Context: an optimization exercise on an open-source flow, tuned for small area, a short achievable clock period and few clock cycles per item. The choices shown serve that exercise and are no tape-out recipe. RTL that was checked went through simulation tests only; none was proved equivalent to the original. Only the layout flow was run in run 1; the RTL was not checked for function there.

### flow/flow/run.sh
#!/bin/bash
# The standard layout, except that the ports are buffered with sky130_fd_sc_hd__buf_1
# rather than the delay buffer buffer_ports picks by itself.
set -euo pipefail
bash standard.sh "BUFFER_PORTS_ARGS=-buffer_cell sky130_fd_sc_hd__buf_1" finish > run_make.log 2>&1
### flow/standard.sh
#!/bin/bash
# synth_recipe.tcl (not shown) runs the flow's synth.tcl, then flattens the netlist and writes it again
# the make line also repeats each setting of config.mk as NAME=value (left out here)
make -C /OpenROAD-flow-scripts/flow DESIGN_CONFIG=/design/flow/config.mk WORK_HOME=/design/flow/orfs CLKGATE_MAP_FILE= SYNTH_SCRIPT=/design/flow/synth_recipe.tcl "${@:-finish}"
### flow/config.mk
export PLATFORM = sky130hd
export DESIGN_NAME = fc_layer
export DESIGN_NICKNAME = fc_layer
export VERILOG_FILES = /design/flow/design.v
export SDC_FILE = /design/flow/constraint.sdc
export NUM_CORES = 4
export LEC_CHECK = 0
export CAP_MARGIN = 20
export CORE_AREA = 5 5 435 435
export DIE_AREA = 0 0 440 440
export SLEW_MARGIN = 20
export SYNTH_HIERARCHICAL = 1
export SYNTH_MINIMUM_KEEP_SIZE = 0
### flow/constraint.sdc
create_clock -name core_clock -period 10.0 [get_ports {clk}]
set_input_delay 2.0000 -clock core_clock [delete_from_list [all_inputs] [get_ports {clk}]]
set_output_delay 2.0000 -clock core_clock [all_outputs]
set_load 0.01 [all_outputs]
### flow/design.v
`timescale 1ns/1ps
module fc_layer #(
    parameter INPUT_SIZE  = 16,
    parameter OUTPUT_SIZE = 8,
    parameter DATA_WIDTH  = 8
)(
    input  logic                          clk,
    input  logic                          reset,
    input  logic                          start,
    output logic                          done,
    input  logic signed [INPUT_SIZE*DATA_WIDTH-1:0]  input_data_flat,
    input  logic signed [OUTPUT_SIZE*INPUT_SIZE*DATA_WIDTH-1:0] weights_flat,
    input  logic signed [OUTPUT_SIZE*DATA_WIDTH-1:0]            bias_flat,
    output logic signed [OUTPUT_SIZE*DATA_WIDTH-1:0] output_data_flat
);
    logic [1:0] k;
    logic       valid;    
    logic       first, last, en;
    assign first = (k == 2'd0);
    assign last  = (k == 2'd3);
    assign en    = !first || start;
    always_ff @(posedge clk or posedge reset) begin
        if (reset) begin
            k     <= 2'd0;
            done  <= 1'b0;
            valid <= 1'b0;
        end else begin
            if (en) k <= k + 2'd1;
            done <= last;
            if (last) valid <= 1'b1;
        end
    end
    logic [2:0]  d_q [16];
    logic [15:0] sgn, neg, one, two;
    always_ff @(posedge clk) begin
        for (int j = 0; j < 16; j++) begin
            case (k)
                2'd0:    d_q[j] <= input_data_flat[8*j+1 +: 3];
                2'd1:    d_q[j] <= input_data_flat[8*j+3 +: 3];
                default: d_q[j] <= input_data_flat[8*j+5 +: 3];
            endcase
        end
    end
    always_comb begin
        for (int j = 0; j < 16; j++) begin
            logic b2, b1, b0;
            if (first) begin
                b2 = input_data_flat[8*j+1]; b1 = input_data_flat[8*j+0]; b0 = 1'b0;
            end else begin
                {b2, b1, b0} = d_q[j];
            end
            sgn[j] = b2;
            one[j] = b1 ^ b0;
            two[j] = (b2 & !b1 & !b0) | (!b2 & b1 & b0);
            neg[j] = b2 & !(b1 & b0);
        end
    end
    logic [4:0] e;
    fc_popcount u_pc (.n(neg), .e(e));
    localparam logic [15:0] K0 = 16'hB000;
    logic [13:0] s_q  [OUTPUT_SIZE];
    logic [13:0] c_q  [OUTPUT_SIZE];
    logic [7:0]  lo_q [OUTPUT_SIZE];
    for (genvar i = 0; i < OUTPUT_SIZE; i++) begin : g_out
        logic [143:0] pp;
        logic [15:0]  as_, ac_;
        logic [15:2]  so, co;
        logic [1:0]   r;
        always_comb begin
            for (int j = 0; j < 16; j++) begin
                logic [8:0] w, wn;
                w  = {weights_flat[8*(16*i+j)+7], weights_flat[8*(16*i+j) +: 8]};
                wn = w ^ {9{sgn[j]}};
                pp[9*j] = (one[j] & wn[0]) | (two[j] & sgn[j]);
                for (int t = 1; t < 9; t++)
                    pp[9*j+t] = (one[j] & wn[t]) | (two[j] & wn[t-1]);
            end
            as_ = first ? {{8{bias_flat[8*i+7]}}, bias_flat[8*i +: 8]} : {2'b00, s_q[i]};
            ac_ = first ? K0 : {2'b00, c_q[i]};
        end
        fc_csa u_csa (.pp(pp), .as_(as_), .ac_(ac_), .e(e), .r(r), .so(so), .co(co));
        always_ff @(posedge clk) begin
            if (en) begin
                s_q[i][7:0] <= so[9:2];
                c_q[i][7:0] <= co[9:2];
                lo_q[i]     <= {r, lo_q[i][7:2]};
            end
            s_q[i][13:8] <= so[15:10];
            c_q[i][13:8] <= co[15:10];
        end
        logic [7:0]  hi;
        logic [15:0] acc;
        assign hi  = s_q[i][7:0] + c_q[i][7:0];
        assign acc = {hi, lo_q[i]};
        always_comb begin
            if (!valid)
                output_data_flat[8*i +: 8] = 8'h00;
            else if (!acc[15] && acc[14:7] != 8'h00)
                output_data_flat[8*i +: 8] = 8'h7f;
            else if (acc[15] && acc[14:7] != 8'hff)
                output_data_flat[8*i +: 8] = 8'h80;
            else
                output_data_flat[8*i +: 8] = acc[7:0];
        end
    end
endmodule
module fc_popcount (
  input  logic [15:0] n,
  output logic [4:0]  e
);
  wire ps1, pc2;
  fc_fa u_ps1 (.a(n[0]), .b(n[1]), .c(n[2]), .s(ps1), .co(pc2));
  wire ps3, pc4;
  fc_fa u_ps3 (.a(n[3]), .b(n[4]), .c(n[5]), .s(ps3), .co(pc4));
  wire ps5, pc6;
  fc_fa u_ps5 (.a(n[6]), .b(n[7]), .c(n[8]), .s(ps5), .co(pc6));
  wire ps7, pc8;
  fc_fa u_ps7 (.a(n[9]), .b(n[10]), .c(n[11]), .s(ps7), .co(pc8));
  wire ps9, pc10;
  fc_fa u_ps9 (.a(n[12]), .b(n[13]), .c(n[14]), .s(ps9), .co(pc10));
  wire ps11, pc12;
  fc_fa u_ps11 (.a(n[15]), .b(ps1), .c(ps3), .s(ps11), .co(pc12));
  wire ps13, pc14;
  fc_fa u_ps13 (.a(ps5), .b(ps7), .c(ps9), .s(ps13), .co(pc14));
  wire ps15, pc16;
  fc_ha u_ps15 (.a(ps11), .b(ps13), .s(ps15), .co(pc16));
  wire ps17, pc18;
  fc_fa u_ps17 (.a(pc2), .b(pc4), .c(pc6), .s(ps17), .co(pc18));
  wire ps19, pc20;
  fc_fa u_ps19 (.a(pc8), .b(pc10), .c(pc12), .s(ps19), .co(pc20));
  wire ps21, pc22;
  fc_fa u_ps21 (.a(pc14), .b(ps17), .c(pc16), .s(ps21), .co(pc22));
  wire ps23, pc24;
  fc_ha u_ps23 (.a(ps19), .b(ps21), .s(ps23), .co(pc24));
  wire ps25, pc26;
  fc_fa u_ps25 (.a(pc18), .b(pc20), .c(pc22), .s(ps25), .co(pc26));
  wire ps27, pc28;
  fc_ha u_ps27 (.a(pc24), .b(ps25), .s(ps27), .co(pc28));
  wire ps29, pc30;
  fc_ha u_ps29 (.a(pc26), .b(pc28), .s(ps29), .co(pc30));
  assign e[0] = ps15;
  assign e[1] = ps23;
  assign e[2] = ps27;
  assign e[3] = ps29;
  assign e[4] = pc30;
endmodule
module fc_csa (
  input  logic [143:0] pp,
  input  logic [15:0]  as_,
  input  logic [15:0]  ac_,
  input  logic [4:0]   e,
  output logic [1:0]   r,
  output logic [15:2]  so,
  output logic [15:2]  co
);
  wire ts1, tc2;
  fc_fa u_ts1 (.a(as_[0]), .b(ac_[0]), .c(pp[0]), .s(ts1), .co(tc2));
  wire ts3, tc4;
  fc_fa u_ts3 (.a(pp[9]), .b(pp[18]), .c(pp[27]), .s(ts3), .co(tc4));
  wire ts5, tc6;
  fc_fa u_ts5 (.a(pp[36]), .b(pp[45]), .c(pp[54]), .s(ts5), .co(tc6));
  wire ts7, tc8;
  fc_fa u_ts7 (.a(pp[63]), .b(pp[72]), .c(pp[81]), .s(ts7), .co(tc8));
  wire ts9, tc10;
  fc_fa u_ts9 (.a(pp[90]), .b(pp[99]), .c(pp[108]), .s(ts9), .co(tc10));
  wire ts11, tc12;
  fc_fa u_ts11 (.a(pp[117]), .b(pp[126]), .c(pp[135]), .s(ts11), .co(tc12));
  wire ts13, tc14;
  fc_fa u_ts13 (.a(ts1), .b(ts3), .c(ts5), .s(ts13), .co(tc14));
  wire ts15, tc16;
  fc_fa u_ts15 (.a(ts7), .b(ts9), .c(ts11), .s(ts15), .co(tc16));
  wire ts17, tc18;
  fc_fa u_ts17 (.a(ts13), .b(ts15), .c(e[0]), .s(ts17), .co(tc18));
  wire ts19, tc20;
  fc_fa u_ts19 (.a(as_[1]), .b(ac_[1]), .c(pp[1]), .s(ts19), .co(tc20));
  wire ts21, tc22;
  fc_fa u_ts21 (.a(pp[10]), .b(pp[19]), .c(pp[28]), .s(ts21), .co(tc22));
  wire ts23, tc24;
  fc_fa u_ts23 (.a(pp[37]), .b(pp[46]), .c(pp[55]), .s(ts23), .co(tc24));
  wire ts25, tc26;
  fc_fa u_ts25 (.a(pp[64]), .b(pp[73]), .c(pp[82]), .s(ts25), .co(tc26));
  wire ts27, tc28;
  fc_fa u_ts27 (.a(pp[91]), .b(pp[100]), .c(pp[109]), .s(ts27), .co(tc28));
  wire ts29, tc30;
  fc_fa u_ts29 (.a(pp[118]), .b(pp[127]), .c(pp[136]), .s(ts29), .co(tc30));
  wire ts31, tc32;
  fc_fa u_ts31 (.a(tc2), .b(tc4), .c(tc6), .s(ts31), .co(tc32));
  wire ts33, tc34;
  fc_fa u_ts33 (.a(tc8), .b(tc10), .c(tc12), .s(ts33), .co(tc34));
  wire ts35, tc36;
  fc_fa u_ts35 (.a(ts19), .b(ts21), .c(ts23), .s(ts35), .co(tc36));
  wire ts37, tc38;
  fc_fa u_ts37 (.a(ts25), .b(ts27), .c(ts29), .s(ts37), .co(tc38));
  wire ts39, tc40;
  fc_fa u_ts39 (.a(tc14), .b(tc16), .c(ts31), .s(ts39), .co(tc40));
  wire ts41, tc42;
  fc_fa u_ts41 (.a(ts33), .b(ts35), .c(ts37), .s(ts41), .co(tc42));
  wire ts43, tc44;
  fc_fa u_ts43 (.a(ts39), .b(ts41), .c(tc18), .s(ts43), .co(tc44));
  wire ts45, tc46;
  fc_ha u_ts45 (.a(e[1]), .b(ts43), .s(ts45), .co(tc46));
  wire ts47, tc48;
  fc_fa u_ts47 (.a(as_[2]), .b(ac_[2]), .c(pp[2]), .s(ts47), .co(tc48));
  wire ts49, tc50;
  fc_fa u_ts49 (.a(pp[11]), .b(pp[20]), .c(pp[29]), .s(ts49), .co(tc50));
  wire ts51, tc52;
  fc_fa u_ts51 (.a(pp[38]), .b(pp[47]), .c(pp[56]), .s(ts51), .co(tc52));
  wire ts53, tc54;
  fc_fa u_ts53 (.a(pp[65]), .b(pp[74]), .c(pp[83]), .s(ts53), .co(tc54));
  wire ts55, tc56;
  fc_fa u_ts55 (.a(pp[92]), .b(pp[101]), .c(pp[110]), .s(ts55), .co(tc56));
  wire ts57, tc58;
  fc_fa u_ts57 (.a(pp[119]), .b(pp[128]), .c(pp[137]), .s(ts57), .co(tc58));
  wire ts59, tc60;
  fc_fa u_ts59 (.a(tc20), .b(tc22), .c(tc24), .s(ts59), .co(tc60));
  wire ts61, tc62;
  fc_fa u_ts61 (.a(tc26), .b(tc28), .c(tc30), .s(ts61), .co(tc62));
  wire ts63, tc64;
  fc_fa u_ts63 (.a(ts47), .b(ts49), .c(ts51), .s(ts63), .co(tc64));
  wire ts65, tc66;
  fc_fa u_ts65 (.a(ts53), .b(ts55), .c(ts57), .s(ts65), .co(tc66));
  wire ts67, tc68;
  fc_fa u_ts67 (.a(tc32), .b(tc34), .c(tc36), .s(ts67), .co(tc68));
  wire ts69, tc70;
  fc_fa u_ts69 (.a(tc38), .b(ts59), .c(ts61), .s(ts69), .co(tc70));
  wire ts71, tc72;
  fc_fa u_ts71 (.a(ts63), .b(ts65), .c(tc40), .s(ts71), .co(tc72));
  wire ts73, tc74;
  fc_fa u_ts73 (.a(tc42), .b(ts67), .c(ts69), .s(ts73), .co(tc74));
  wire ts75, tc76;
  fc_fa u_ts75 (.a(ts71), .b(ts73), .c(tc44), .s(ts75), .co(tc76));
  wire ts77, tc78;
  fc_ha u_ts77 (.a(e[2]), .b(tc46), .s(ts77), .co(tc78));
  wire ts79, tc80;
  fc_fa u_ts79 (.a(as_[3]), .b(ac_[3]), .c(pp[3]), .s(ts79), .co(tc80));
  wire ts81, tc82;
  fc_fa u_ts81 (.a(pp[12]), .b(pp[21]), .c(pp[30]), .s(ts81), .co(tc82));
  wire ts83, tc84;
  fc_fa u_ts83 (.a(pp[39]), .b(pp[48]), .c(pp[57]), .s(ts83), .co(tc84));
  wire ts85, tc86;
  fc_fa u_ts85 (.a(pp[66]), .b(pp[75]), .c(pp[84]), .s(ts85), .co(tc86));
  wire ts87, tc88;
  fc_fa u_ts87 (.a(pp[93]), .b(pp[102]), .c(pp[111]), .s(ts87), .co(tc88));
  wire ts89, tc90;
  fc_fa u_ts89 (.a(pp[120]), .b(pp[129]), .c(pp[138]), .s(ts89), .co(tc90));
  wire ts91, tc92;
  fc_fa u_ts91 (.a(tc48), .b(tc50), .c(tc52), .s(ts91), .co(tc92));
  wire ts93, tc94;
  fc_fa u_ts93 (.a(tc54), .b(tc56), .c(tc58), .s(ts93), .co(tc94));
  wire ts95, tc96;
  fc_fa u_ts95 (.a(ts79), .b(ts81), .c(ts83), .s(ts95), .co(tc96));
  wire ts97, tc98;
  fc_fa u_ts97 (.a(ts85), .b(ts87), .c(ts89), .s(ts97), .co(tc98));
  wire ts99, tc100;
  fc_fa u_ts99 (.a(tc60), .b(tc62), .c(tc64), .s(ts99), .co(tc100));
  wire ts101, tc102;
  fc_fa u_ts101 (.a(tc66), .b(ts91), .c(ts93), .s(ts101), .co(tc102));
  wire ts103, tc104;
  fc_fa u_ts103 (.a(ts95), .b(ts97), .c(tc68), .s(ts103), .co(tc104));
  wire ts105, tc106;
  fc_fa u_ts105 (.a(tc70), .b(ts99), .c(ts101), .s(ts105), .co(tc106));
  wire ts107, tc108;
  fc_fa u_ts107 (.a(tc72), .b(tc74), .c(ts103), .s(ts107), .co(tc108));
  wire ts109, tc110;
  fc_fa u_ts109 (.a(ts105), .b(ts107), .c(tc76), .s(ts109), .co(tc110));
  wire ts111, tc112;
  fc_ha u_ts111 (.a(e[3]), .b(tc78), .s(ts111), .co(tc112));
  wire ts113, tc114;
  fc_fa u_ts113 (.a(as_[4]), .b(ac_[4]), .c(pp[4]), .s(ts113), .co(tc114));
  wire ts115, tc116;
  fc_fa u_ts115 (.a(pp[13]), .b(pp[22]), .c(pp[31]), .s(ts115), .co(tc116));
  wire ts117, tc118;
  fc_fa u_ts117 (.a(pp[40]), .b(pp[49]), .c(pp[58]), .s(ts117), .co(tc118));
  wire ts119, tc120;
  fc_fa u_ts119 (.a(pp[67]), .b(pp[76]), .c(pp[85]), .s(ts119), .co(tc120));
  wire ts121, tc122;
  fc_fa u_ts121 (.a(pp[94]), .b(pp[103]), .c(pp[112]), .s(ts121), .co(tc122));
  wire ts123, tc124;
  fc_fa u_ts123 (.a(pp[121]), .b(pp[130]), .c(pp[139]), .s(ts123), .co(tc124));
  wire ts125, tc126;
  fc_fa u_ts125 (.a(tc80), .b(tc82), .c(tc84), .s(ts125), .co(tc126));
  wire ts127, tc128;
  fc_fa u_ts127 (.a(tc86), .b(tc88), .c(tc90), .s(ts127), .co(tc128));
  wire ts129, tc130;
  fc_fa u_ts129 (.a(ts113), .b(ts115), .c(ts117), .s(ts129), .co(tc130));
  wire ts131, tc132;
  fc_fa u_ts131 (.a(ts119), .b(ts121), .c(ts123), .s(ts131), .co(tc132));
  wire ts133, tc134;
  fc_fa u_ts133 (.a(tc92), .b(tc94), .c(tc96), .s(ts133), .co(tc134));
  wire ts135, tc136;
  fc_fa u_ts135 (.a(tc98), .b(ts125), .c(ts127), .s(ts135), .co(tc136));
  wire ts137, tc138;
  fc_fa u_ts137 (.a(ts129), .b(ts131), .c(tc100), .s(ts137), .co(tc138));
  wire ts139, tc140;
  fc_fa u_ts139 (.a(tc102), .b(ts133), .c(ts135), .s(ts139), .co(tc140));
  wire ts141, tc142;
  fc_fa u_ts141 (.a(tc104), .b(tc106), .c(ts137), .s(ts141), .co(tc142));
  wire ts143, tc144;
  fc_fa u_ts143 (.a(ts139), .b(tc108), .c(ts141), .s(ts143), .co(tc144));
  wire ts145, tc146;
  fc_fa u_ts145 (.a(e[4]), .b(ts143), .c(tc110), .s(ts145), .co(tc146));
  wire ts147, tc148;
  fc_fa u_ts147 (.a(as_[5]), .b(ac_[5]), .c(pp[5]), .s(ts147), .co(tc148));
  wire ts149, tc150;
  fc_fa u_ts149 (.a(pp[14]), .b(pp[23]), .c(pp[32]), .s(ts149), .co(tc150));
  wire ts151, tc152;
  fc_fa u_ts151 (.a(pp[41]), .b(pp[50]), .c(pp[59]), .s(ts151), .co(tc152));
  wire ts153, tc154;
  fc_fa u_ts153 (.a(pp[68]), .b(pp[77]), .c(pp[86]), .s(ts153), .co(tc154));
  wire ts155, tc156;
  fc_fa u_ts155 (.a(pp[95]), .b(pp[104]), .c(pp[113]), .s(ts155), .co(tc156));
  wire ts157, tc158;
  fc_fa u_ts157 (.a(pp[122]), .b(pp[131]), .c(pp[140]), .s(ts157), .co(tc158));
  wire ts159, tc160;
  fc_fa u_ts159 (.a(tc114), .b(tc116), .c(tc118), .s(ts159), .co(tc160));
  wire ts161, tc162;
  fc_fa u_ts161 (.a(tc120), .b(tc122), .c(tc124), .s(ts161), .co(tc162));
  wire ts163, tc164;
  fc_fa u_ts163 (.a(ts147), .b(ts149), .c(ts151), .s(ts163), .co(tc164));
  wire ts165, tc166;
  fc_fa u_ts165 (.a(ts153), .b(ts155), .c(ts157), .s(ts165), .co(tc166));
  wire ts167, tc168;
  fc_fa u_ts167 (.a(tc126), .b(tc128), .c(tc130), .s(ts167), .co(tc168));
  wire ts169, tc170;
  fc_fa u_ts169 (.a(tc132), .b(ts159), .c(ts161), .s(ts169), .co(tc170));
  wire ts171, tc172;
  fc_fa u_ts171 (.a(ts163), .b(ts165), .c(tc134), .s(ts171), .co(tc172));
  wire ts173, tc174;
  fc_fa u_ts173 (.a(tc136), .b(ts167), .c(ts169), .s(ts173), .co(tc174));
  wire ts175, tc176;
  fc_fa u_ts175 (.a(tc138), .b(tc140), .c(ts171), .s(ts175), .co(tc176));
  wire ts177, tc178;
  fc_fa u_ts177 (.a(ts173), .b(tc142), .c(ts175), .s(ts177), .co(tc178));
  wire ts179, tc180;
  fc_ha u_ts179 (.a(tc144), .b(ts177), .s(ts179), .co(tc180));
  wire ts181, tc182;
  fc_fa u_ts181 (.a(as_[6]), .b(ac_[6]), .c(pp[6]), .s(ts181), .co(tc182));
  wire ts183, tc184;
  fc_fa u_ts183 (.a(pp[15]), .b(pp[24]), .c(pp[33]), .s(ts183), .co(tc184));
  wire ts185, tc186;
  fc_fa u_ts185 (.a(pp[42]), .b(pp[51]), .c(pp[60]), .s(ts185), .co(tc186));
  wire ts187, tc188;
  fc_fa u_ts187 (.a(pp[69]), .b(pp[78]), .c(pp[87]), .s(ts187), .co(tc188));
  wire ts189, tc190;
  fc_fa u_ts189 (.a(pp[96]), .b(pp[105]), .c(pp[114]), .s(ts189), .co(tc190));
  wire ts191, tc192;
  fc_fa u_ts191 (.a(pp[123]), .b(pp[132]), .c(pp[141]), .s(ts191), .co(tc192));
  wire ts193, tc194;
  fc_fa u_ts193 (.a(tc148), .b(tc150), .c(tc152), .s(ts193), .co(tc194));
  wire ts195, tc196;
  fc_fa u_ts195 (.a(tc154), .b(tc156), .c(tc158), .s(ts195), .co(tc196));
  wire ts197, tc198;
  fc_fa u_ts197 (.a(ts181), .b(ts183), .c(ts185), .s(ts197), .co(tc198));
  wire ts199, tc200;
  fc_fa u_ts199 (.a(ts187), .b(ts189), .c(ts191), .s(ts199), .co(tc200));
  wire ts201, tc202;
  fc_fa u_ts201 (.a(tc160), .b(tc162), .c(tc164), .s(ts201), .co(tc202));
  wire ts203, tc204;
  fc_fa u_ts203 (.a(tc166), .b(ts193), .c(ts195), .s(ts203), .co(tc204));
  wire ts205, tc206;
  fc_fa u_ts205 (.a(ts197), .b(ts199), .c(tc168), .s(ts205), .co(tc206));
  wire ts207, tc208;
  fc_fa u_ts207 (.a(tc170), .b(ts201), .c(ts203), .s(ts207), .co(tc208));
  wire ts209, tc210;
  fc_fa u_ts209 (.a(tc172), .b(tc174), .c(ts205), .s(ts209), .co(tc210));
  wire ts211, tc212;
  fc_fa u_ts211 (.a(ts207), .b(tc176), .c(ts209), .s(ts211), .co(tc212));
  wire ts213, tc214;
  fc_ha u_ts213 (.a(tc178), .b(ts211), .s(ts213), .co(tc214));
  wire ts215, tc216;
  fc_fa u_ts215 (.a(as_[7]), .b(ac_[7]), .c(pp[7]), .s(ts215), .co(tc216));
  wire ts217, tc218;
  fc_fa u_ts217 (.a(pp[16]), .b(pp[25]), .c(pp[34]), .s(ts217), .co(tc218));
  wire ts219, tc220;
  fc_fa u_ts219 (.a(pp[43]), .b(pp[52]), .c(pp[61]), .s(ts219), .co(tc220));
  wire ts221, tc222;
  fc_fa u_ts221 (.a(pp[70]), .b(pp[79]), .c(pp[88]), .s(ts221), .co(tc222));
  wire ts223, tc224;
  fc_fa u_ts223 (.a(pp[97]), .b(pp[106]), .c(pp[115]), .s(ts223), .co(tc224));
  wire ts225, tc226;
  fc_fa u_ts225 (.a(pp[124]), .b(pp[133]), .c(pp[142]), .s(ts225), .co(tc226));
  wire ts227, tc228;
  fc_fa u_ts227 (.a(tc182), .b(tc184), .c(tc186), .s(ts227), .co(tc228));
  wire ts229, tc230;
  fc_fa u_ts229 (.a(tc188), .b(tc190), .c(tc192), .s(ts229), .co(tc230));
  wire ts231, tc232;
  fc_fa u_ts231 (.a(ts215), .b(ts217), .c(ts219), .s(ts231), .co(tc232));
  wire ts233, tc234;
  fc_fa u_ts233 (.a(ts221), .b(ts223), .c(ts225), .s(ts233), .co(tc234));
  wire ts235, tc236;
  fc_fa u_ts235 (.a(tc194), .b(tc196), .c(tc198), .s(ts235), .co(tc236));
  wire ts237, tc238;
  fc_fa u_ts237 (.a(tc200), .b(ts227), .c(ts229), .s(ts237), .co(tc238));
  wire ts239, tc240;
  fc_fa u_ts239 (.a(ts231), .b(ts233), .c(tc202), .s(ts239), .co(tc240));
  wire ts241, tc242;
  fc_fa u_ts241 (.a(tc204), .b(ts235), .c(ts237), .s(ts241), .co(tc242));
  wire ts243, tc244;
  fc_fa u_ts243 (.a(tc206), .b(tc208), .c(ts239), .s(ts243), .co(tc244));
  wire ts245, tc246;
  fc_fa u_ts245 (.a(ts241), .b(tc210), .c(ts243), .s(ts245), .co(tc246));
  wire ts247, tc248;
  fc_ha u_ts247 (.a(tc212), .b(ts245), .s(ts247), .co(tc248));
  wire ts249, tc250;
  fc_fa u_ts249 (.a(as_[8]), .b(ac_[8]), .c(~pp[8]), .s(ts249), .co(tc250));
  wire ts251, tc252;
  fc_fa u_ts251 (.a(~pp[17]), .b(~pp[26]), .c(~pp[35]), .s(ts251), .co(tc252));
  wire ts253, tc254;
  fc_fa u_ts253 (.a(~pp[44]), .b(~pp[53]), .c(~pp[62]), .s(ts253), .co(tc254));
  wire ts255, tc256;
  fc_fa u_ts255 (.a(~pp[71]), .b(~pp[80]), .c(~pp[89]), .s(ts255), .co(tc256));
  wire ts257, tc258;
  fc_fa u_ts257 (.a(~pp[98]), .b(~pp[107]), .c(~pp[116]), .s(ts257), .co(tc258));
  wire ts259, tc260;
  fc_fa u_ts259 (.a(~pp[125]), .b(~pp[134]), .c(~pp[143]), .s(ts259), .co(tc260));
  wire ts261, tc262;
  fc_fa u_ts261 (.a(tc216), .b(tc218), .c(tc220), .s(ts261), .co(tc262));
  wire ts263, tc264;
  fc_fa u_ts263 (.a(tc222), .b(tc224), .c(tc226), .s(ts263), .co(tc264));
  wire ts265, tc266;
  fc_fa u_ts265 (.a(ts249), .b(ts251), .c(ts253), .s(ts265), .co(tc266));
  wire ts267, tc268;
  fc_fa u_ts267 (.a(ts255), .b(ts257), .c(ts259), .s(ts267), .co(tc268));
  wire ts269, tc270;
  fc_fa u_ts269 (.a(tc228), .b(tc230), .c(tc232), .s(ts269), .co(tc270));
  wire ts271, tc272;
  fc_fa u_ts271 (.a(tc234), .b(ts261), .c(ts263), .s(ts271), .co(tc272));
  wire ts273, tc274;
  fc_fa u_ts273 (.a(ts265), .b(ts267), .c(tc236), .s(ts273), .co(tc274));
  wire ts275, tc276;
  fc_fa u_ts275 (.a(tc238), .b(ts269), .c(ts271), .s(ts275), .co(tc276));
  wire ts277, tc278;
  fc_fa u_ts277 (.a(tc240), .b(tc242), .c(ts273), .s(ts277), .co(tc278));
  wire ts279, tc280;
  fc_fa u_ts279 (.a(ts275), .b(tc244), .c(ts277), .s(ts279), .co(tc280));
  wire ts281, tc282;
  fc_ha u_ts281 (.a(tc246), .b(ts279), .s(ts281), .co(tc282));
  wire ts283, tc284;
  fc_fa u_ts283 (.a(as_[9]), .b(ac_[9]), .c(tc250), .s(ts283), .co(tc284));
  wire ts285, tc286;
  fc_fa u_ts285 (.a(tc252), .b(tc254), .c(tc256), .s(ts285), .co(tc286));
  wire ts287, tc288;
  fc_fa u_ts287 (.a(tc258), .b(tc260), .c(tc262), .s(ts287), .co(tc288));
  wire ts289, tc290;
  fc_fa u_ts289 (.a(tc264), .b(tc266), .c(tc268), .s(ts289), .co(tc290));
  wire ts291, tc292;
  fc_fa u_ts291 (.a(ts283), .b(ts285), .c(tc270), .s(ts291), .co(tc292));
  wire ts293, tc294;
  fc_fa u_ts293 (.a(tc272), .b(ts287), .c(ts289), .s(ts293), .co(tc294));
  wire ts295, tc296;
  fc_fa u_ts295 (.a(tc274), .b(tc276), .c(ts291), .s(ts295), .co(tc296));
  wire ts297, tc298;
  fc_fa u_ts297 (.a(ts293), .b(tc278), .c(ts295), .s(ts297), .co(tc298));
  wire ts299, tc300;
  fc_ha u_ts299 (.a(tc280), .b(ts297), .s(ts299), .co(tc300));
  wire ts301, tc302;
  fc_fa u_ts301 (.a(as_[10]), .b(ac_[10]), .c(tc284), .s(ts301), .co(tc302));
  wire ts303, tc304;
  fc_fa u_ts303 (.a(tc286), .b(tc288), .c(tc290), .s(ts303), .co(tc304));
  wire ts305, tc306;
  fc_fa u_ts305 (.a(ts301), .b(tc292), .c(tc294), .s(ts305), .co(tc306));
  wire ts307, tc308;
  fc_fa u_ts307 (.a(ts303), .b(tc296), .c(ts305), .s(ts307), .co(tc308));
  wire ts309, tc310;
  fc_ha u_ts309 (.a(tc298), .b(ts307), .s(ts309), .co(tc310));
  wire ts311, tc312;
  fc_fa u_ts311 (.a(as_[11]), .b(ac_[11]), .c(tc302), .s(ts311), .co(tc312));
  wire ts313, tc314;
  fc_fa u_ts313 (.a(tc304), .b(ts311), .c(tc306), .s(ts313), .co(tc314));
  wire ts315, tc316;
  fc_ha u_ts315 (.a(tc308), .b(ts313), .s(ts315), .co(tc316));
  wire ts317, tc318;
  fc_fa u_ts317 (.a(as_[12]), .b(ac_[12]), .c(tc312), .s(ts317), .co(tc318));
  wire ts319, tc320;
  fc_ha u_ts319 (.a(ts317), .b(tc314), .s(ts319), .co(tc320));
  wire ts321, tc322;
  fc_fa u_ts321 (.a(as_[13]), .b(ac_[13]), .c(tc318), .s(ts321), .co(tc322));
  wire ts323, tc324;
  fc_ha u_ts323 (.a(as_[14]), .b(ac_[14]), .s(ts323), .co(tc324));
  wire ts325, tc326;
  fc_ha u_ts325 (.a(as_[15]), .b(ac_[15]), .s(ts325), .co(tc326));
  assign r[0] = ts17;
  assign r[1] = ts45;
  assign so[2] = ts75;
  assign co[2] = ts77;
  assign so[3] = ts109;
  assign co[3] = ts111;
  assign so[4] = tc112;
  assign co[4] = ts145;
  assign so[5] = tc146;
  assign co[5] = ts179;
  assign so[6] = tc180;
  assign co[6] = ts213;
  assign so[7] = tc214;
  assign co[7] = ts247;
  assign so[8] = tc248;
  assign co[8] = ts281;
  assign so[9] = tc282;
  assign co[9] = ts299;
  assign so[10] = tc300;
  assign co[10] = ts309;
  assign so[11] = tc310;
  assign co[11] = ts315;
  assign so[12] = tc316;
  assign co[12] = ts319;
  assign so[13] = tc320;
  assign co[13] = ts321;
  assign so[14] = tc322;
  assign co[14] = ts323;
  assign so[15] = tc324;
  assign co[15] = ts325;
endmodule
module fc_fa (
  input  logic a, b, c,
  output logic s, co
);
  assign s  = a ^ b ^ c;
  assign co = (a & b) | (a & c) | (b & c);
endmodule
module fc_ha (
  input  logic a, b,
  output logic s, co
);
  assign s  = a ^ b;
  assign co = a & b;
endmodule
==> results.cfg, run 1 <==
[routing]
num_vias = 54058
wl_per_cell_microns = 40.56
drtPass1Iterations = 8
drtIter0Drc = 6151
drc = 0
routed_via_density = 5.973
ant_nets = 0
wl_mm = 367.1

[clocking]
clk_pin_slew_worst_paths_ns = 0.06
cts_buffers = 50
tritoncts = done
clock-root-buffer = clkbuf_16
clock-sinks = 340
cts-hold-fix-buffers = 0
post_cts_buffers = 0
h-tree-depth = 2
cts-resized-gates = 0
insertion_delay_ns = 0.68
max-clock-path-buffers = 3

[critical_path]
reg2reg_depth = 16
ff2ff_setup_slack_ns = 1.90
critical_path_required_ns = 10.52
cp_max_fo = 45
critPathKind = reg -> reg
crit_path_start_kind = flop
cp_data_arrival_time_ns = 8.61
cp-end-kind = flop

[timing]
fin_crit_sh = 0.8096
hold_viol = 0
maxSlewHeadroom = 0.1990
setup_tns_ns = 0
whs_ns = 0.4497
worst_pin_slew_ns = 1.201
maxSlewViolCount = 0
max_freq_mhz = 123.5
period_needed_ns = 8.096
fin_skew_ns = 0.05107
setup_viol = 0
rsz0062_at_grt = false

[logic_synthesis]
synth_top_area_share = 0.3777
synth_seq_cells = 340
synth.avg_cell_area_sq_um = 11.32
synth-seq-area-share = 0.1354
synth_top_area_cell = fa_1
yosysWarnings = 11
synthCells = 5705
syn-cell-area_sq_um = 64610
synthFlopType = edfxtp_1
async_flop_share = 0.01176
synth_common_cells = 1219 x fa_1, 1055 x xnor2_1, 896 x a22o_1
yosysMostFrequentCell = fa_1
synth-edff-count = 192
synth.area.top_cells = fa_1 38%, xnor2_1 14%, a22o_1 12%, edfxtp_1 8.9%, dfxtp_1 4.5%
yosysUniqueCellTypes = 53

[run_status]
status = finished clean

[die]
ioPinCount = 1284
core_sq_um = 183500
start_util = 0.3521
die_w_microns = 440
rows = 157
die_h_microns = 440
fp.dieArea_sq_um = 193600

[layout]
final_util = 0.3895
fill_cells = 18278
area_growth_syn_to_layout_pct = 10.60
fin_nets = 9120
fin_area_sq_um = 71460
drive_above_1_share = 0.05381
fin_cells = 9050
multi_input_area_sq_um = 51370
seq_area_sq_um = 8750

[run]
drv_cap = 0

[placement]
io_buffers = 1283
place_inst = 8910
dpl_cell_area_sq_um = 69560
gp_congestion = 1.042
dp_hpwl_mm = 292.5

[global_route]
antenna_found_initial = 52
grt_pass1_wl_mm = 481.3
overflow = 0
grt_max_degree = 104
grt_pass1_vias = 57309
grt_usage = 0.3676

[min_path]
hp-class = reg -> reg
whs_path_depth = 0
==> registers in the layout, indices dropped and copies added (netlist names) <==
register / cells
lo_q: 64
s_q: 112
k: 2
c_q: 112
done: 1
d_q: 48
valid: 1
==> Yosys stat by module (local to each module, per instance) <==
module | flip-flops and latches | times used | cells inside | area (sq um)
fc_csa | 0 | 8 | 46 | 285.3
fc_fa | 0 | 1211 | 1 | 20.02
fc_ha | 0 | 108 | 1 | 12.51
fc_layer | 340 | 1 | 4013 | 36690
fc_popcount | 0 | 1 | 5 | 37.54
==> critical path, cell delays in order (launching register included) <==
cell and delay (ns):
dfrtp_1 0.40, inv_1 0.14, ha_4 0.74, buf_4 0.42, mux2i_4 0.31, or3_2 0.79, nand2_4 0.87, nor2_4 0.98
nor2b_1 0.10, inv_1 0.10, fa_1 0.45, fa_1 0.46, fa_1 0.49, fa_1 0.39, fa_1 0.52, fa_1 0.42
ha_1 0.29
==> layout make-up <==
cell class                 instances  share of cell area
antenna                           45            0.001576
clock buffer                      68             0.02092
clock inverter                    26            0.003624
inverter                         196             0.01030
multi-input combinational       4546              0.7189
sequential                       340              0.1224
tap                             2464             0.04314
timing repair buffer            1365             0.07909
==> metal layers <==
metal / track usage / part of all wire
met5: 0.001764 / 0.00041
met4: 0.2732 / 0.091
met3: 0.1128 / 0.11
met2: 0.5429 / 0.43
met1: 0.4518 / 0.37
==> metrics by stage <==
step | worst slack [ns]
floorplan | 2.726
global placement | 1.576
detailed placement | 1.530
CTS | 1.954
global route | 1.864
finish | 1.904
==> cells by family after synthesis <==
family,share of synthesized area
adders and majority gates,0.4132
xor gates and xnor gates,0.1459
other,0.00005804
AOI/OAI and AO/OA,0.1500
and+or+nand+nor,0.06075
buffers and inverters,0.07886
muxes,0.01590
DFF,0.1354
==> placed cells by master (no fill, tap or decap), drive strengths merged, types with 5 or more instances in the layout <==
cell / n
a22oi: 48
clkinv: 13
nand3: 20
a22o: 896
a211oi: 18
o22ai: 5
a211o: 5
nor3: 7
xor2: 21
xnor2: 1055
diode: 45
o21bai: 13
or2: 17
dfxtp: 144
clkbuf: 68
o21a: 56
buf: 1365
a21oi: 20
nor2b: 240
edfxtp: 192
o21ai: 88
a32o: 6
mux2i: 16
mux2: 72
inv: 204
ha: 183
nand2: 383
and3: 6
nor4: 5
fa: 1219
nor2: 89
conb: 8
or3: 16
==> final timing paths <==
path | start | endpoint
worst max-delay path | k[0]$_DFFE_PP0P_ | c_q[2][8]$_DFF_P_
worst min-delay path | lo_q[2][3]$_DFFE_PP_ | lo_q[2][1]$_DFFE_PP_
worst max register to register | k[0]$_DFFE_PP0P_ | c_q[2][8]$_DFF_P_
worst min register to register | lo_q[2][3]$_DFFE_PP_ | lo_q[2][1]$_DFFE_PP_
max in group asynchronous | reset | valid$_DFFE_PP0P_
min in group asynchronous | reset | k[0]$_DFFE_PP0P_
==> run 2, diff against run 1 <==
--- a/flow/design.v
+++ b/flow/design.v
@@ -14,44 +14,40 @@
     output logic signed [OUTPUT_SIZE*DATA_WIDTH-1:0] output_data_flat
 );
-    logic [1:0] k;
+    logic [3:0] st;
     logic       valid;    
     logic       first, last, en;
-    assign first = (k == 2'd0);
-    assign last  = (k == 2'd3);
+    assign first = st[0];
+    assign last  = st[3];
     assign en    = !first || start;
     always_ff @(posedge clk or posedge reset) begin
         if (reset) begin
-            k     <= 2'd0;
+            st    <= 4'b0001;
             done  <= 1'b0;
             valid <= 1'b0;
         end else begin
-            if (en) k <= k + 2'd1;
+            if (en) st <= {st[2:0], st[3]};
             done <= last;
             if (last) valid <= 1'b1;
         end
     end
-    logic [2:0]  d_q [16];
     logic [15:0] sgn, neg, one, two;
-    always_ff @(posedge clk) begin
-        for (int j = 0; j < 16; j++) begin
-            case (k)
-                2'd0:    d_q[j] <= input_data_flat[8*j+1 +: 3];
-                2'd1:    d_q[j] <= input_data_flat[8*j+3 +: 3];
-                default: d_q[j] <= input_data_flat[8*j+5 +: 3];
-            endcase
-        end
-    end
+    logic [15:0] sgnn, onen, twon, nz;
     always_comb begin
         for (int j = 0; j < 16; j++) begin
             logic b2, b1, b0;
-            if (first) begin
-                b2 = input_data_flat[8*j+1]; b1 = input_data_flat[8*j+0]; b0 = 1'b0;
-            end else begin
-                {b2, b1, b0} = d_q[j];
-            end
+            b2 = (st[0] & input_data_flat[8*j+1]) | (st[1] & input_data_flat[8*j+3]) |
+                 (st[2] & input_data_flat[8*j+5]) | (st[3] & input_data_flat[8*j+7]);
+            b1 = (st[0] & input_data_flat[8*j+0]) | (st[1] & input_data_flat[8*j+2]) |
+                 (st[2] & input_data_flat[8*j+4]) | (st[3] & input_data_flat[8*j+6]);
+            b0 = (st[1] & input_data_flat[8*j+1]) | (st[2] & input_data_flat[8*j+3]) |
+                 (st[3] & input_data_flat[8*j+5]);
             sgn[j] = b2;
             one[j] = b1 ^ b0;
             two[j] = (b2 & !b1 & !b0) | (!b2 & b1 & b0);
             neg[j] = b2 & !(b1 & b0);
+            sgnn[j] = !sgn[j];
+            onen[j] = !one[j];
+            twon[j] = !two[j];
+            nz[j]   = one[j] | two[j];
         end
     end
@@ -68,15 +64,16 @@
         logic [1:0]   r;
         always_comb begin
-            for (int j = 0; j < 16; j++) begin
-                logic [8:0] w, wn;
-                w  = {weights_flat[8*(16*i+j)+7], weights_flat[8*(16*i+j) +: 8]};
-                wn = w ^ {9{sgn[j]}};
-                pp[9*j] = (one[j] & wn[0]) | (two[j] & sgn[j]);
-                for (int t = 1; t < 9; t++)
-                    pp[9*j+t] = (one[j] & wn[t]) | (two[j] & wn[t-1]);
-            end
             as_ = first ? {{8{bias_flat[8*i+7]}}, bias_flat[8*i +: 8]} : {2'b00, s_q[i]};
             ac_ = first ? K0 : {2'b00, c_q[i]};
         end
+        for (genvar j = 0; j < 16; j++) begin : g_row
+            logic [7:0] wnn;
+            assign wnn = ~(weights_flat[8*(16*i+j) +: 8] ^ {8{sgn[j]}});
+            fc_sel u_s0 (.a1(onen[j]), .a2(wnn[0]), .b1(twon[j]), .b2(sgnn[j]), .y(pp[9*j]));
+            for (genvar t = 1; t < 8; t++) begin : g_bit
+                fc_sel u_s (.a1(onen[j]), .a2(wnn[t]), .b1(twon[j]), .b2(wnn[t-1]), .y(pp[9*j+t]));
+            end
+            assign pp[9*j+8] = ~(nz[j] & ~wnn[7]);   
+        end
         fc_csa u_csa (.pp(pp), .as_(as_), .ac_(ac_), .e(e), .r(r), .so(so), .co(co));
         always_ff @(posedge clk) begin
@@ -105,4 +102,10 @@
     end
 endmodule
+module fc_sel (
+    input  logic a1, a2, b1, b2,
+    output logic y
+);
+    assign y = !((a1 | a2) & (b1 | b2));
+endmodule
 module fc_popcount (
   input  logic [15:0] n,
@@ -403,15 +406,15 @@
   fc_ha u_ts247 (.a(tc212), .b(ts245), .s(ts247), .co(tc248));
   wire ts249, tc250;
-  fc_fa u_ts249 (.a(as_[8]), .b(ac_[8]), .c(~pp[8]), .s(ts249), .co(tc250));
+  fc_fa u_ts249 (.a(as_[8]), .b(ac_[8]), .c(pp[8]), .s(ts249), .co(tc250));
   wire ts251, tc252;
-  fc_fa u_ts251 (.a(~pp[17]), .b(~pp[26]), .c(~pp[35]), .s(ts251), .co(tc252));
+  fc_fa u_ts251 (.a(pp[17]), .b(pp[26]), .c(pp[35]), .s(ts251), .co(tc252));
   wire ts253, tc254;
-  fc_fa u_ts253 (.a(~pp[44]), .b(~pp[53]), .c(~pp[62]), .s(ts253), .co(tc254));
+  fc_fa u_ts253 (.a(pp[44]), .b(pp[53]), .c(pp[62]), .s(ts253), .co(tc254));
   wire ts255, tc256;
-  fc_fa u_ts255 (.a(~pp[71]), .b(~pp[80]), .c(~pp[89]), .s(ts255), .co(tc256));
+  fc_fa u_ts255 (.a(pp[71]), .b(pp[80]), .c(pp[89]), .s(ts255), .co(tc256));
   wire ts257, tc258;
-  fc_fa u_ts257 (.a(~pp[98]), .b(~pp[107]), .c(~pp[116]), .s(ts257), .co(tc258));
+  fc_fa u_ts257 (.a(pp[98]), .b(pp[107]), .c(pp[116]), .s(ts257), .co(tc258));
   wire ts259, tc260;
-  fc_fa u_ts259 (.a(~pp[125]), .b(~pp[134]), .c(~pp[143]), .s(ts259), .co(tc260));
+  fc_fa u_ts259 (.a(pp[125]), .b(pp[134]), .c(pp[143]), .s(ts259), .co(tc260));
   wire ts261, tc262;
   fc_fa u_ts261 (.a(tc216), .b(tc218), .c(tc220), .s(ts261), .co(tc262));
==> run 2 against run 1 <==
Compared with the run above: sequential share of layout area is 0.64 points lower; critical path depth stayed put; synthesized area is 8.4% lower; highest routed layer unchanged.
==> results.cfg, run 2 <==
[layout]
final_util = 0.3686
reg.largest.list = c_q (112), s_q (112), lo_q (64)
layout_commonest_cell = buf_1
drive_above_1_share = 0.06573
area_growth_syn_to_layout_pct = 14.32
fill_cells = 18604
final_cell_mix = 1283 x buf_1, 1219 x fa_1, 1042 x xnor2_1, 1024 x o22ai_1, 192 x edfxtp_1
fin_nets = 8832

[logic_synthesis]
synthFlopType = edfxtp_1
synthCells = 5155
synth-seq-area-share = 0.1325
synth_top_area_share = 0.4125
synth.area.top_cells = fa_1 41%, xnor2_1 15%, o22ai_1 11%, edfxtp_1 9.7%, buf_4 4.3%
async_flop_share = 0.02041
yosysWarnings = 10
synth_common_cells = 1219 x fa_1, 1043 x xnor2_1, 1024 x o22ai_1
syn-cell-area_sq_um = 59170
synth_seq_cells = 294
synth_top_area_cell = fa_1
yosysUniqueCellTypes = 61
synth-edff-count = 192
synth.avg_cell_area_sq_um = 11.48
yosysMostFrequentCell = fa_1

[timing]
setup_tns_ns = 0
rsz0062_at_grt = false
max_freq_mhz = 126.1
maxSlewViolCount = 0
fin_crit_sh = 0.7927
period_needed_ns = 7.927
setup_viol = 0
maxSlewHeadroom = 0.1884
worst_pin_slew_ns = 1.209
fin_skew_ns = 0.06186
fin_ws_ns = 2.073
hold_viol = 0

[placement]
io_buffers = 1283
place_ws_ns = 1.563
gp_congestion = 1.053
dp_hpwl_mm = 310.7

[critical_path]
critPathLaunch = input_data_flat[81]
cp_data_arrival_time_ns = 8.48
crit_path_start_kind = input pin
critical_path_required_ns = 10.55
cp-end-kind = flop
cp_slowest_cell = a31oi_4
ff2ff_setup_slack_ns = 2.45
r2r-end = c_q[2][8]$_DFF_P_
critPathKind = in -> reg
reg2reg_depth = 15
cp_max_fo = 33
path_common_cell = fa_1
path_cells = buf_1 > a22oi_1 > nand2_4 > inv_2 > nor3_1 > a31oi_4 > buf_12 > nand2_2 > nand2b_1 > fa_1 > fa_1 > fa_1 > fa_1 > fa_1 > fa_1 > ha_1
crit_path_max_incr_delay_ns = 0.64
critPathCapture = c_q[2][8]$_DFF_P_
r2r-start = st[2]$_DFFE_PP0P_

[clocking]
clk_pin_slew_worst_paths_ns = 0.06
clock-root-buffer = clkbuf_16
post_cts_buffers = 0
max-clock-path-buffers = 3
tritoncts = done
cts-resized-gates = 0
h-tree-depth = 2
clock-sinks = 294
insertion_delay_ns = 0.71
cts-hold-fix-buffers = 0
cts_buffers = 47

[global_route]
grt_pass1_vias = 56214
antenna_found_initial = 64
overflow = 0
grt_pass1_wl_mm = 497.2
grt_max_degree = 66
grt_usage = 0.3838

[min_path]
hp-class = reg -> reg

[run_status]
status = finished clean

[routing]
drc = 0
routed_via_density = 6.130
drtIter0Drc = 6483
wl_per_cell_microns = 43.70
wl_mm = 382.6
num_vias = 53678
ant_nets = 0
drtPass1Iterations = 6

[die]
core_sq_um = 183500
start_util = 0.3225
ioPinCount = 1284
die_w_microns = 440
fp.dieArea_sq_um = 193600
rows = 157
die_h_microns = 440

[run]
drv_cap = 0
## run 2: cell count changes after synthesis, sizes merged, moves of 19 or more
cell	change
a31oi	+20
a22o	-895
nor2b	-144
buf	-114
nor3	+19
inv	-97
clkbuf	-108
a22oi	+32
nor2	-38
dfxtp	-48
nand2	-268
nand2b	+130
o22ai	+1019
## run 2: cell families after synthesis
family / count (synthesis) / synth area share
adder cells (fa/ha/maj): 1399 / 0.4505
other: 1 / 0.00006338
AO/OA/AOI/OAI: 1339 / 0.1482
XOR/XNOR: 1075 / 0.1595
flip-flops: 294 / 0.1325
AND/OR/NAND/NOR: 479 / 0.04325
buffers and inverters: 508 / 0.05456
multiplexers: 60 / 0.01142
## run 2: per-module statistics from Yosys (local to each module, per instance)
module / flip-flops and latches / cells / copies in the design
fc_fa: 0 / 1 / 1211
fc_popcount: 0 / 5 / 1
fc_ha: 0 / 1 / 108
fc_csa: 0 / 30 / 8
fc_layer: 294 / 2567 / 1
fc_sel: 0 / 1 / 1024
## run 2: how the worst min path moves through the flow
stage	start	endpoint	slack, ns	depth (start not counted)
after global routing	lo_q[4][5]$_DFFE_PP_	lo_q[4][3]$_DFFE_PP_	0.46	0
after detailed placement	lo_q[0][3]$_DFFE_PP_	lo_q[0][1]$_DFFE_PP_	0.44	0
after CTS	lo_q[6][4]$_DFFE_PP_	lo_q[6][2]$_DFFE_PP_	0.45	0
final	lo_q[4][5]$_DFFE_PP_	lo_q[4][3]$_DFFE_PP_	0.45	0
after global placement	lo_q[6][2]$_DFFE_PP_	lo_q[6][0]$_DFFE_PP_	0.43	0
after floorplan	st[3]$_DFFE_PP0P_	done$_DFF_PP0_	0.35	0
## run 2: routing by layer
| layer | global-route usage | up-vias | share of wire |
|---|---|---|---|
| met3 | 0.1103 | 1084 | 0.10 |
| li1 | - | 20323 | - |
| met2 | 0.5778 | 4328 | 0.44 |
| met1 | 0.4714 | 27929 | 0.37 |
| met5 | 0.001008 | - | 0.00030 |
| met4 | 0.2755 | 14 | 0.091 |
## run 2: layout make-up
cell class                      count  area (sq um)  share of cell area
Antenna cell                       40         100.1            0.001480
Clock buffer                       62          1411             0.02087
Clock inverter                     26         240.2            0.003552
Inverter                          100         396.6            0.005864
Multi-Input combinational cell   4360         48540              0.7177
Sequential cell                   294          7848              0.1160
Tap cell                         2464          3083             0.04558
Timing Repair Buffer             1411          6015             0.08892
## run 2: per-stage QoR
stage          instances  cell area, sq um  hold slack [ns]
4_1_cts             8716             67520           0.4536
6_report            8757             67640           0.4527
2_1_floorplan       5162             59190           0.3487
3_5_place_dp        8628             65860           0.4370
5_1_grt             8742             67600           0.4575
3_3_place_gp        8628             65860           0.4326
## run 2: critical path, delay by kind of cell
kind / cells / cell delay [ns]
adder cells (fa/ha/maj): 7 / 2.95
buffers and inverters: 3 / 1.04
AND/OR/NAND/NOR: 4 / 1.41
AO/OA/AOI/OAI: 2 / 0.95
Testbench counts of run 2, summed over its fixed seeds: cycles 1,920, inferences 384.
==> run 3, diff against run 2 <==
--- a/flow/config.mk
+++ b/flow/config.mk
@@ -9,4 +9,5 @@
 export CORE_AREA = 5 5 435 435
 export DIE_AREA = 0 0 440 440
+export SETUP_SLACK_MARGIN = 4
 export SLEW_MARGIN = 20
 export SYNTH_HIERARCHICAL = 1
==> run 3 against run 2 <==
Compared with the run above: sequential share of layout area down 2.0 points; final area rose by 20%; wire length up 16%; first-iteration DRC count rose by 17%; fmax grew 17%; sequential cell count unchanged; cell count up 4.9%; non-clock buffer count up 380; global-route usage grew 6.1 points; register-to-register slack gained 0.89 ns; critical path type unchanged.
==> results.cfg, run 3 <==
[run_status]
status = finished clean

[clocking]
max-clock-path-buffers = 3
cts-hold-fix-buffers = 0
clock-sinks = 294
h-tree-depth = 2
insertion_delay_ns = 0.70
cts_buffers = 46
clk_pin_slew_worst_paths_ns = 0.06
tritoncts = done
clock-root-buffer = clkbuf_16

[logic_synthesis]
synthFlopType = edfxtp_1
synth_common_cells = 1219 x fa_1, 1043 x xnor2_1, 1024 x o22ai_1
async_flop_share = 0.02041
synth_seq_cells = 294
synth.avg_cell_area_sq_um = 11.48
synth-seq-area-share = 0.1325
synth.area.top_cells = fa_1 41%, xnor2_1 15%, o22ai_1 11%, edfxtp_1 9.7%, buf_4 4.3%
yosysWarnings = 10
synthCells = 5155
yosysMostFrequentCell = fa_1
synth_top_area_cell = fa_1
yosysUniqueCellTypes = 61
syn-cell-area_sq_um = 59170
synth-edff-count = 192
synth_top_area_share = 0.4125

[run]
drv_cap = 0

[timing]
hold_viol = 0
worst_pin_slew_ns = 1.105
maxSlewViolCount = 0
maxSlewHeadroom = 0.2636
setup_tns_ns = 0
fin_skew_ns = 0.07756
max_freq_mhz = 147.0
fin_ws_ns = 3.197
rsz0062_at_grt = true
setup_viol = 0
period_needed_ns = 6.803
fin_crit_sh = 0.6803

[placement]
gp_congestion = 1.077
io_buffers = 1283
dp_hpwl_mm = 311.6
place_ws_ns = 1.459

[min_path]
hp-class = reg -> reg

[global_route]
grt_usage = 0.4444
grt_pass1_wl_mm = 565.9
grt_max_degree = 111
antenna_found_initial = 94
overflow = 0
grt_pass1_vias = 60372

[routing]
num_vias = 58191
drc = 0
drtPass1Iterations = 8
drtIter0Drc = 7587
routed_via_density = 6.338
ant_nets = 0
wl_per_cell_microns = 48.46
wl_mm = 445.0

[layout]
reg.largest.list = c_q (112), s_q (112), lo_q (64)
final_cell_mix = 1274 x buf_1, 819 x o22ai_1, 814 x xnor2_1, 688 x fa_1, 531 x fa_2
drive_above_1_share = 0.2967
layout_commonest_cell = buf_1
fin_nets = 9220
area_growth_syn_to_layout_pct = 37.45

[critical_path]
cp-end-kind = flop
cp_max_fo = 36
critical_path_required_ns = 10.44
cp_data_arrival_time_ns = 7.24
critPathKind = in -> reg
crit_path_start_kind = input pin

[die]
start_util = 0.3225
ioPinCount = 1284
die_h_microns = 440
fp.dieArea_sq_um = 193600
die_w_microns = 440
core_sq_um = 183500
rows = 157
run 3: repair_timing:
item,in CTS,in global routing
buffers inserted,270,33
cloned,77,6
gates resized for setup,1225,311
endpoints found under the setup margin,194,168
pin swaps,185,162
run 3: per-layer routing:
| metal | global-route usage | up-vias | routed length (microns) |
|---|---|---|---|
| met4 | 0.3781 | 12 | 47210 |
| met2 | 0.6447 | 5261 | 187300 |
| met1 | 0.5191 | 30030 | 155300 |
| li1 | - | 21283 | - |
| met5 | 0.002520 | - | 99 |
| met3 | 0.1640 | 1605 | 55030 |
run 3: layout make-up:
| class | instances | area (sq um) |
|---|---|---|
| antenna | 78 | 195.2 |
| inverter | 100 | 644.4 |
| fill | 17395 | 102200 |
| multi-input combinational | 4364 | 55440 |
| timing repair inverter | 5 | 37.54 |
| timing repair buffer | 1791 | 12550 |
| tap | 2464 | 3083 |
| clock inverter | 23 | 157.7 |
| sequential | 294 | 7848 |
| clock buffer | 63 | 1371 |
run 3: modules after synthesis, one instance, submodules excluded:
| module | times used | flops+latches |
|---|---|---|
| fc_ha | 108 | 0 |
| fc_fa | 1211 | 0 |
| fc_csa | 8 | 0 |
| fc_popcount | 1 | 0 |
| fc_sel | 1024 | 0 |
| fc_layer | 1 | 294 |
run 3: kinds of logic after synthesis:
family | Yosys count | share of synthesized area
fa+ha+maj | 1399 | 0.4505
compound gates | 1339 | 0.1482
xor+xnor | 1075 | 0.1595
buf+inv | 508 | 0.05456
simple gates | 479 | 0.04325
flops | 294 | 0.1325
mux | 60 | 0.01142
other cells | 1 | 0.00006338
run 3: path summary, 6_finish.rpt:
path                                       from                   end  slack [ns]  depth (start not counted)
max reg2reg                   st[1]$_DFFE_PP0P_   c_q[5][6]$_DFFE_PP_        3.34                         14
max in group asynchronous                 reset     st[0]$_DFFE_PP1P_        8.38                          2
min reg2reg                lo_q[0][3]$_DFFE_PP_  lo_q[0][1]$_DFFE_PP_        0.45                          0
max                         input_data_flat[37]   c_q[6][4]$_DFFE_PP_        3.20                         13
min                        lo_q[0][3]$_DFFE_PP_  lo_q[0][1]$_DFFE_PP_        0.45                          0
min in group asynchronous                 reset        done$_DFF_PP0_        1.29                          2
run 3: metrics by stage:
stage	cell area (sq um)	hold slack [ns]	utilization	instances
floorplan	60160	0.3487	-	5162
global placement	66640	0.4317	0.3632	8632
detailed placement	66640	0.4320	0.3632	8632
CTS	79230	0.4504	0.4319	9065
global route	81250	0.4579	0.4429	9154
finish	81320	0.4504	0.4432	9182
run 3: critical path, cell delays in order:
cell     delay [ns]
buf_1          0.11
a22oi_2        0.25
nand2_4        0.19
buf_12         0.22
xnor2_2        0.79
o22ai_2        0.32
fa_1           0.50
fa_1           0.48
fa_1           0.45
fa_1           0.47
fa_1           0.54
fa_1           0.42
ha_1           0.28
==> run 4, diff against run 3 <==
--- a/flow/config.mk
+++ b/flow/config.mk
@@ -9,5 +9,5 @@
 export CORE_AREA = 5 5 435 435
 export DIE_AREA = 0 0 440 440
-export SETUP_SLACK_MARGIN = 4
+export SETUP_SLACK_MARGIN = 2.5
 export SLEW_MARGIN = 20
 export SYNTH_HIERARCHICAL = 1
==> run 4 against run 3 <==
Compared with the run above: still clean; wire length shrank 14%; core utilization shrank 7.3 points; die area is the same; final area shrank 16%; sequential share of layout area grew 1.9 points; worst setup slack lost 0.75 ns; synthesized area is the same; critical path type unchanged; largest cell class unchanged.
==> results.cfg, run 4 <==
[run_status]
status = finished clean

[die]
fp.dieArea_sq_um = 193600
die_w_microns = 440
ioPinCount = 1284
rows = 157
start_util = 0.3225
core_sq_um = 183500
die_h_microns = 440

[layout]
reg.largest.list = c_q (112), s_q (112), lo_q (64)
layout_commonest_cell = buf_1
drive_above_1_share = 0.06829
fill_cells = 18541
fin_nets = 8846
final_cell_mix = 1283 x buf_1, 1219 x fa_1, 1043 x xnor2_1, 1024 x o22ai_1, 192 x edfxtp_1
area_growth_syn_to_layout_pct = 14.84

[timing]
setup_tns_ns = 0
fin_skew_ns = 0.06167
rsz0062_at_grt = false
maxSlewViolCount = 0
worst_pin_slew_ns = 1.300
fin_crit_sh = 0.7550
maxSlewHeadroom = 0.1270
max_freq_mhz = 132.5
period_needed_ns = 7.550
hold_viol = 0
whs_ns = 0.4296
setup_viol = 0

[run]
drv_cap = 0

[logic_synthesis]
synth-simple-area-share = 0.04325
synth_top_family_by_area = adder cells
yosysWarnings = 10
synth_common_cells = 1219 x fa_1, 1043 x xnor2_1, 1024 x o22ai_1
async_flop_share = 0.02041
yosysUniqueCellTypes = 61
synth_top_area_cell = fa_1
synth-edff-count = 192
synth.area.top_cells = fa_1 41%, xnor2_1 15%, o22ai_1 11%, edfxtp_1 9.7%, buf_4 4.3%
synthFlopType = edfxtp_1
syn-cell-area_sq_um = 59170
muxShareOfSynthArea = 0.01142
synth_top_area_share = 0.4125
synthAdderAreaFrac = 0.4505
synth_seq_cells = 294
synth.avg_cell_area_sq_um = 11.48
synth-seq-area-share = 0.1325
synth_xor_area_frac = 0.1595
synthCells = 5155
synth_compound_area_frac = 0.1482
yosysMostFrequentCell = fa_1

[critical_path]
critical_path_required_ns = 10.36
cp_data_arrival_time_ns = 7.91
crit_path_start_kind = input pin
critPathKind = in -> reg
cp-end-kind = flop
cp_max_fo = 40

[routing]
wl_per_cell_microns = 43.32
drc = 0
routed_via_density = 6.126
drtIter0Drc = 6757
ant_nets = 0
drtPass1Iterations = 8
num_vias = 53880
wl_mm = 381.0

[global_route]
grt_pass1_vias = 56301
overflow = 0
grt_usage = 0.3810
antenna_found_initial = 97
grt_pass1_wl_mm = 494.2
grt_max_degree = 66

[clocking]
clock-sinks = 294
clock-root-buffer = clkbuf_16
max-clock-path-buffers = 3
h-tree-depth = 2
cts_buffers = 48
clk_pin_slew_worst_paths_ns = 0.05
tritoncts = done
cts-hold-fix-buffers = 0
insertion_delay_ns = 0.68

[min_path]
hp-class = reg -> reg

[placement]
gp_congestion = 1.062
io_buffers = 1283
dp_hpwl_mm = 307.0
## run 4: cell count changes in the layout (fill, tap and decap cells not counted), moves of 56 or more
cell,previous run,this run
fa_2,531,0
o22ai_1,819,1024
buf_12,124,18
buf_16,76,0
xnor2_2,182,0
buf_4,210,114
buf_6,65,9
xnor2_1,814,1043
o22ai_2,162,0
ha_1,95,176
fa_1,688,1219
ha_4,57,1
## run 4: cells by family after synthesis
family / Yosys count
adder cells (fa/ha/maj): 1399
AND/OR/NAND/NOR: 479
AO/OA/AOI/OAI: 1339
XOR/XNOR: 1075
flip-flops: 294
other: 1
buffers and inverters: 508
multiplexers: 60
## run 4: final timing paths
kind / start / to / slack, ns / cells after the start
max: input_data_flat[48] / c_q[3][2]$_DFFE_PP_ / 2.45 / 14
min: lo_q[0][2]$_DFFE_PP_ / lo_q[0][0]$_DFFE_PP_ / 0.43 / 0
max reg2reg: st[0]$_DFFE_PP1P_ / c_q[3][8]$_DFF_P_ / 2.86 / 15
min reg2reg: lo_q[0][2]$_DFFE_PP_ / lo_q[0][0]$_DFFE_PP_ / 0.43 / 0
max in group asynchronous: reset / st[0]$_DFFE_PP1P_ / 8.30 / 2
min in group asynchronous: reset / st[1]$_DFFE_PP0P_ / 1.38 / 2
## run 4: modules after synthesis (local to each module, per instance)
module       copies in the design  area, sq um
fc_sel                       1024        6.256
fc_fa                        1211        20.02
fc_popcount                     1        37.54
fc_layer                        1        25330
fc_ha                         108        12.51
fc_csa                          8        225.2
## run 4: repair_timing
| item | in CTS | in global routing |
|---|---|---|
| resized for setup | 11 | 18 |
| pin swaps | 0 | 0 |
| buffers inserted | 7 | 0 |
| setup endpoints to repair | 90 | 51 |
## run 4: cell type report
class,count,area [sq um],area share
diodes,65,162.7,0.002394
clock buffers,55,1311,0.01930
clock inverters,34,390.4,0.005745
inverters,100,416.7,0.006132
multi-input cells,4360,48600,0.7153
flip-flops and latches,294,7848,0.1155
well taps,2464,3083,0.04537
repair buffers,1424,6133,0.09027
## run 4: worst max-delay path: stages
cell and delay, ns:
buf_1 0.07, a22oi_1 0.21, nand2_1 0.36, ha_1 0.44, clkinv_2 0.57, buf_12 0.46
o22ai_1 0.31, fa_1 0.51, fa_1 0.43, fa_1 0.47, fa_1 0.43, fa_1 0.56
fa_1 0.45, fa_1 0.48
## run 4: metal layers
layer | part of all wire | vias up | track usage | wire length [microns]
met5 | 0.00034 | - | 0.001008 | 131
met4 | 0.088 | 16 | 0.2759 | 33430
met3 | 0.10 | 1122 | 0.1101 | 39560
met2 | 0.44 | 4338 | 0.5701 | 166100
met1 | 0.37 | 28045 | 0.4694 | 141800
li1 | - | 20359 | - | -
## run 4: metrics by stage
stage	instance area, sq um	setup slack [ns]	cells	util
2_1_floorplan	59430	2.541	5162	-
3_3_place_gp	65910	1.403	8635	0.3593
3_5_place_dp	65910	1.434	8635	0.3593
4_1_cts	67710	2.476	8731	0.3690
5_1_grt	67880	2.499	8771	0.3700
6_report	67950	2.450	8796	0.3703

what the ideal ports hide:
The flow's constraints put no driver on any port. The routed layouts listed below were extracted and timed again, unchanged, in two steps. Step 1 assumes that a clkbuf_16 drives the clock port and a buf_2 every other input. Step 2 moves the port delays by t, midway between the first and last clock arrival at a register: inputs arrive t later, outputs are due t later. That takes back most of the time a late clock gives input paths. Slacks: ideal / step 1 / step 2; pairs: ideal / step 1.
| run | shift t [ns] | setup slack, ns | clock arrival spread, ns |
|---|---|---|---|
| run 1 | 0.751 | 1.904 / 1.904 / 1.455 | 0.057 / 0.056 |
| run 2 | 0.774 | 2.073 / 2.139 / 1.364 | 0.063 / 0.063 |
| run 3 | 0.754 | 3.197 / 3.229 / 2.475 | 0.083 / 0.083 |
| run 4 | 0.734 | 2.450 / 2.511 / 1.777 | 0.071 / 0.071 |
After both steps setup and hold are still met in every run listed. For run 3, which loses most, drivers alone change the setup slack by +0.032 ns; drivers and shift together by -0.722 ns.
